This is an optimization exercise on Yosys and OpenROAD, whose aim is small area, not a production implementation. In this exercise RTL edits were held to simulation tests only and were not proved equivalent to the original. Power is estimated from default activity; no workload was simulated.

==> flow/design.v (outline; a module is shown in full before it is edited, if it fits) <==
// module mq: 1786 lines
module mq
     (  
	   MQ_out,
	   word_last_flag,
	   stop,
	   data_valid_pass_reg,
	   flush_over,
	   word_last_valid,
	   bit_enough_to_bpc,
	   one_codeblock_over,
	   PCXD,
	   flush,
	   clk,
	   rst,
	   rst_syn,
	   start_aga,
	   song_require,
	   block_all_bp_over);
  // ...
==> flow/run.sh <==
#!/bin/bash
# synth_recipe.tcl (not shown) runs the flow's synth.tcl, then flattens the netlist and writes it again
# the make line also repeats each setting of config.mk as NAME=value (left out here)
make -C /OpenROAD-flow-scripts/flow DESIGN_CONFIG=/design/flow/config.mk WORK_HOME=/design/flow/orfs CLKGATE_MAP_FILE= SYNTH_SCRIPT=/design/flow/synth_recipe.tcl finish
==> flow/config.mk <==
export PLATFORM = sky130hd
export DESIGN_NAME = mq
export DESIGN_NICKNAME = mq
export VERILOG_FILES = /design/flow/design.v
export SDC_FILE = /design/flow/constraint.sdc
export NUM_CORES = 4
export LEC_CHECK = 0
export ABC_AREA = 1
export CAP_MARGIN = 20
export CORE_MARGIN = 2
export CORE_UTILIZATION = 45
export CTS_CLUSTER_DIAMETER = 80
export CTS_CLUSTER_SIZE = 18
export PLACE_DENSITY = 0.6
export SLEW_MARGIN = 20
==> flow/constraint.sdc <==
create_clock -name core_clock -period 12.0 [get_ports {clk}]
set_input_delay 2.4000 -clock core_clock [delete_from_list [all_inputs] [get_ports {clk}]]
set_output_delay 2.4000 -clock core_clock [all_outputs]
set_load 0.01 [all_outputs]
==> reports/metrics.yaml, run 1 <==
cells_and_area:
  area_share_clock_buf_inv_pct: 3.49
  regArea_um2: 17100
  inverters_excl_clock: 963
worst_setup_path:
  worstPathCellList: "inv_1 > ha_1 > nor3_1 > nand2_1 > nor2_2 > nor3_4 > nand2_2 > nand2_2 > inv_2 > o21ai_2 > inv_1 > ha_1 > a21o_1 > a21oi_1 > xor2_1 > inv_1 > o21ai_0 > a21oi_2 > inv_1 > o21ai_1 > or2_1 > clkdlybuf4s50_1"
  crit_buf_inv: 6
  worstPathRequired_ns: 9.60
  crit_slowest_cell: "dfxtp_1"
pwr:
  power.total_mw: 4.99
  power_frac_seq_pct: 56.8
yosys:
  synthMuxAreaShare_pct: 0.286
  ys_seq_area_share_pct: 37.6
  yosysWarnings: 1
  synth_area_leaders: "dfxtp_1 38%, nand2_1 11%, inv_1 7.6%"
  yosysMostFrequentCell: "nand2_1"
  synth-edff-count: 0
die:
  fp-row-count: 116
  fp.dieArea_um2: 104000
  core_area_um2: 100000
clock_network:
  clkSinkCount: 853
timing:
  holdWs_ns: 0.447
  setup_tns_ns: 0
  grt_setup_unrepaired: "false"
global_route:
  grt_max_degree: 120
status:
  status: "complete, no violations"
routing:
  drt_pass1_iterations: 9
==> inputs of run 2 (changes only) <==
--- a/flow/design.v
+++ b/flow/design.v
@@ -1499,42 +1499,30 @@
   end
   else if(ca_act) begin
     if(ca_sp) begin cache_flag_sp<=ca_nflag; if(ca_ld) cache_sp<=ca_data; end
     if(ca_mrp) begin cache_flag_mrp<=ca_nflag; if(ca_ld) cache_mrp<=ca_data; end
     if(ca_cp) begin cache_flag_cp<=ca_nflag; if(ca_ld) cache_cp<=ca_data; end
   end
 reg [2:0]sel3;
 reg [15:0]data_to_fifo;
+wire dm_sp=en_sp||flush_en_delay4_3;
+wire dm_mrp=(!dm_sp)&&(en_mrp||flush_en_delay4_7);
+wire dm_cp=(!dm_sp)&&(!dm_mrp)&&(en_cp||flush_en_delay4_11);
+wire [7:0] dm_cache=({8{dm_sp}}&cache_sp)|({8{dm_mrp}}&cache_mrp)|({8{dm_cp}}&cache_cp);
 always @(*)
-  if(en_sp||flush_en_delay4_3)
-    case(sel3)  
-      0:data_to_fifo={B_to_fifo,cache_sp};
+  if(dm_sp||dm_mrp||dm_cp)
+    case(sel3)
+      0:data_to_fifo={B_to_fifo,dm_cache};
       1:data_to_fifo={B1_reg,B_to_fifo};
-      2:data_to_fifo={8'b0,cache_sp};
+      2:data_to_fifo={8'b0,dm_cache};
       3:data_to_fifo={8'b0,B_to_fifo};
       default:data_to_fifo=16'b0;
     endcase
-  else if(en_mrp||flush_en_delay4_7)
-    case(sel3)  
-      0:data_to_fifo={B_to_fifo,cache_mrp};
-      1:data_to_fifo={B1_reg,B_to_fifo};
-      2:data_to_fifo={8'b0,cache_mrp};
-      3:data_to_fifo={8'b0,B_to_fifo};
-      default:data_to_fifo=16'b0;
-    endcase
-  else if(en_cp||flush_en_delay4_11)
-    case(sel3)  
-      0:data_to_fifo={B_to_fifo,cache_cp};
-      1:data_to_fifo={B1_reg,B_to_fifo};
-      2:data_to_fifo={8'b0,cache_cp};
-      3:data_to_fifo={8'b0,B_to_fifo};
-      default:data_to_fifo=16'b0;
-    endcase
-  else 
+  else
      data_to_fifo=16'b0;
 reg [15:0] MQ_out; 
 always @(posedge clk)
   if(!rst)
      MQ_out<=16'b0;
   else if(rst_syn)
 	MQ_out<=16'b0;
   else if(start_aga) 
==> flow/config.mk (replaced) <==
export PLATFORM = sky130hd
export DESIGN_NAME = mq
export DESIGN_NICKNAME = mq
export VERILOG_FILES = /design/flow/design.v
export SDC_FILE = /design/flow/constraint.sdc
export NUM_CORES = 4
export LEC_CHECK = 0
export ABC_AREA = 1
export CAP_MARGIN = 20
export CORE_MARGIN = 2
export CORE_UTILIZATION = 45
export CTS_CLUSTER_DIAMETER = 100
export CTS_CLUSTER_SIZE = 25
export PLACE_DENSITY = 0.6
export SLEW_MARGIN = 20
==> reports/metrics.yaml, run 2 <==
worst_setup_path:
  crit_slowest_cell: "dfxtp_1"  # unchanged
  rrSetupSlack_ns: 4.57  # was 4.34 ns
  endpoint_kind: "primary output"  # unchanged
  cp_slowest_stage_delay_ns: 0.72  # was 0.84 ns
  cp_max_fo: 26  # was 34
  worstPathRequired_ns: 9.60  # about the same
  r2r-start: "idx1[6]"  # was fl_D[0]
  critical_path_class: "reg -> out"  # unchanged
  r2r_end: "index_cx4_sp[3]"  # was C_mrp[6]
  cp.arrival_ns: 6.83  # was 8.06 ns
  startpoint_type: "flop"  # unchanged
  r2r_cells: 24  # was 26
clock_network:
  root_buffer: "clkbuf_16"  # unchanged
  cts_buffers: 44  # was 57
  cts-resized-gates: 0  # unchanged
  post_cts_buffers: 0  # unchanged
  clkSinkCount: 853  # unchanged
  holdBufCountCts: 0  # unchanged
  cts_max_level: 2  # unchanged
  clockBufferDepth: 3  # unchanged
  tritoncts: "yes"  # unchanged
  insertion_delay_ns: 0.67  # was 0.71 ns
  clk_pin_slew_ns: 0.11  # was 0.08 ns
pwr:
  ir_drop_mv: 0.114  # was 0.131 mV
  leakage_nw: 17.9  # was 18.2 nW
  power.total_mw: 4.75  # was 4.99 mW
  powerDensity_nw_per_um2: 98.8  # was 103 nW/µm²
die:
  die_y_um: 321  # was 322 µm
  core_area_um2: 99900  # was 100000 µm²
  io_pins: 53  # unchanged
  fp-row-count: 116  # unchanged
  fp.dieArea_um2: 103000  # was 104000 µm²
  initial_utilization_pct: 45.3  # was 45.4%
  die_w_um: 321  # was 322 µm
timing:
  final_hold_viol_count: 0  # unchanged
  fmax_mhz: 108  # was 95.6 MHz
  timing.final.ws_setup_ns: 2.77  # was 1.54 ns
  grt_setup_unrepaired: "false"  # unchanged
  fin_skew_ns: 0.0418  # was 0.0268 ns
  finalCritPeriodShare_pct: 76.9  # was 87.2%
  period_needed_ns: 9.23  # was 10.46 ns
  worst_pin_slew_ns: 1.03  # was 1.28 ns
  setup_tns_ns: 0  # unchanged
  setup_viol: 0  # unchanged
  final-max-slew-violation-count: 0  # unchanged
  relSlewSlack_pct: 29.6  # was 12.7%
routing:
  wire_per_inst_um: 21.7  # was 21.9 µm
  wl_met1_um: 75800  # was 71600 µm
  avgViaCountPerCell: 5.85  # was 5.83
  drtIter0Drc: 4908  # was 4880
  met3RoutedLength_um: 11300  # was 12300 µm
  ant_nets: 0  # unchanged
  drc: 0  # unchanged
  num_vias: 45200  # was 45100
  highest_layer: "met5"  # unchanged
  drt_pass1_iterations: 10  # was 9
  wl_met2_um: 74600  # was 74900 µm
  routed_wl_um: 167000  # was 169000 µm
cells_and_area:
  synthToLayoutAreaGrowth_pct: 6.16  # was 6.92%
  finalNetCount: 6569  # was 6582
  drive_gt1_share_pct: 3.89  # was 4.71%
  fin_cells: 7721  # was 7734
  mostFrequentLayoutCell: "nand2_1"  # unchanged
  reg_top3: "C_cp: 28 flops, C_mrp: 28 flops, C_sp: 28 flops"  # unchanged
  final_cell_mix: "1318 x nand2_1, 913 x inv_1, 853 x dfxtp_1, 538 x o21ai_0, 500 x nor2_1"  # was 1341 x nand2_1, 921 x inv_1, 853 x dfxtp_1, 580 x o21ai_0, 457 x nor2_1
  n_fill_cell: 10400  # about the same
yosys:
  syn_avg_cell_area_um2: 6.93  # was 6.97 µm²
  synth_nets: 6692  # was 6680
  ys_seq_area_share_pct: 37.7  # was 37.6%
  yosys.area.top_type: "dfxtp_1"  # unchanged
  synthDistinctLibCells: 77  # was 82
  synth_flop_cell: "dfxtp_1"  # unchanged
  yosysWarnings: 1  # unchanged
  synth-edff-count: 0  # unchanged
  yosysMostFrequentCell: "nand2_1"  # unchanged
  synthCells: 6530  # was 6517
  synth-seq-cells: 853  # unchanged
  synthTopCellsByCount: "1318 x nand2_1, 913 x inv_1, 853 x dfxtp_1"  # was 1341 x nand2_1, 925 x inv_1, 853 x dfxtp_1
  netlist.area_leader.share_pct: 37.7  # was 37.6%
  synth_area_leaders: "dfxtp_1 38%, nand2_1 11%, inv_1 7.6%"  # unchanged
  ys_async_sr_fraction_pct: 0  # unchanged
  netlist_area_um2: 45200  # was 45400 µm²
hold_path:
  min_path_cells: 2  # unchanged
  hold_class: "reg -> reg"  # unchanged
  min-delay-start: "cache_sp[6]"  # was cache_sp[5]
  whs_endpoint: "cache_sp[6]"  # was cache_sp[5]
status:
  status: "complete, no violations"  # unchanged
job:
  maxCapViolCount: 0  # unchanged
global_route:
  grt_first_pass_wirelength_um: 255000  # was 257000 µm
  gr-usage-all-layers_pct: 31.5  # was 31.9%
  grt_max_degree: 78  # was 120
  grt_antenna_before_repair: 4  # was 2
  grt-ovfl-total: 0  # unchanged
  grt_pass1_vias: 41800  # was 41900
place:
  hpwl_um: 123000  # was 125000 µm
  globalplace.congestion: 0.976  # was 1.07
  port_buffers: 52  # unchanged
  dp_cells: 7659  # was 7658
  place_ws_ns: 3.53  # was 2.44 ns
## run 2: logic make-up after synthesis
| group | synth area share, % |
|---|---|
| AND/OR/NAND/NOR | 24.0 |
| AO/OA/AOI/OAI | 22.7 |
| buffers and inverters | 10.5 |
| flip-flops | 37.7 |
| adder cells (fa/ha/maj) | 3.81 |
| XOR/XNOR | 0.871 |
| multiplexers | 0.420 |
## run 2: final cells by class
class                   count  area [µm²]  share of cell area (%)
diodes                      2        5.00                  0.0104
inverters                 957        3600                    7.50
multi-input cells        4455       23600                    49.1
flip-flops and latches    853       17100                    35.6
well taps                1298        1620                    3.38
clock buffers              49        1150                    2.40
clock inverters            11         158                   0.328
repair buffers             96         851                    1.77
## run 2: through the flow
stage	area (µm²)	hold WS (ns)	util (%)
floorplan	45200	0.424	-
global placement	46700	0.433	46.8
detailed placement	46700	0.438	46.8
CTS	48000	0.453	48.1
global route	48000	0.469	48.1
finish	48000	0.452	48.1
## run 2: routing by layer
layer / GRT usage (%) / vias to the layer above
met1: 44.6 / 21300
met4: 10.4 / 2
met5: 0 / -
met3: 3.23 / 299
li1: - / 21800
met2: 50.1 / 1756
## run 2: worst max path at each step
stage,to,from,slack (ns),depth (start not counted)
finish,stop,fl_D[0],2.77,29
global route,stop,fl_D[0],2.26,29
CTS,stop,fl_D[0],2.80,29
detailed placement,stop,fl_D[0],3.53,29
global placement,stop,fl_D[0],3.63,31
floorplan,stop,fl_D[0],5.30,29
## run 2: power by group
| part | internal (mW) | switching [mW] | total (mW) | leakage, nW |
|---|---|---|---|---|
| Clock | 0.715 | 1.04 | 1.76 | 0.641 |
| Combinational | 0.0362 | 0.118 | 0.154 | 10.4 |
| Sequential | 2.83 | 0.00381 | 2.84 | 6.87 |
| Total | 3.58 | 1.16 | 4.75 | 17.9 |
## run 2: worst max-delay path: cells and delay by family (launching register included)
family	cells	cell delay, ns
flops	1	0.72
simple gates	17	2.77
compound gates	4	0.76
buf+inv	5	0.90
fa+ha+maj	3	1.00

-- re-timing with driven ports --
In the flow no input, the clock included, has a driving cell. The finished layouts below were timed again as built, in two steps.
Step 1 sets driving cells, clkbuf_16 on the clock port and buf_2 on the other inputs (assumed; they add their load-dependent delay and slew).
Step 2 times the ports against the registers' clock, not the clock port: input delays grow and output delays shrink by t, the midpoint of the rising clock arrivals with the driver on.
Three values: ideal, step 1, step 2; two values: the first two.
run | shift t [ns] | slack for setup (ns) | cell pins on the clock port's net
run 1 | 0.772 | 1.542 / 1.469 / 2.241 | 1
run 2 | 0.730 | 2.773 / 2.696 / 3.426 | 1
After both steps every run listed still meets setup and hold.
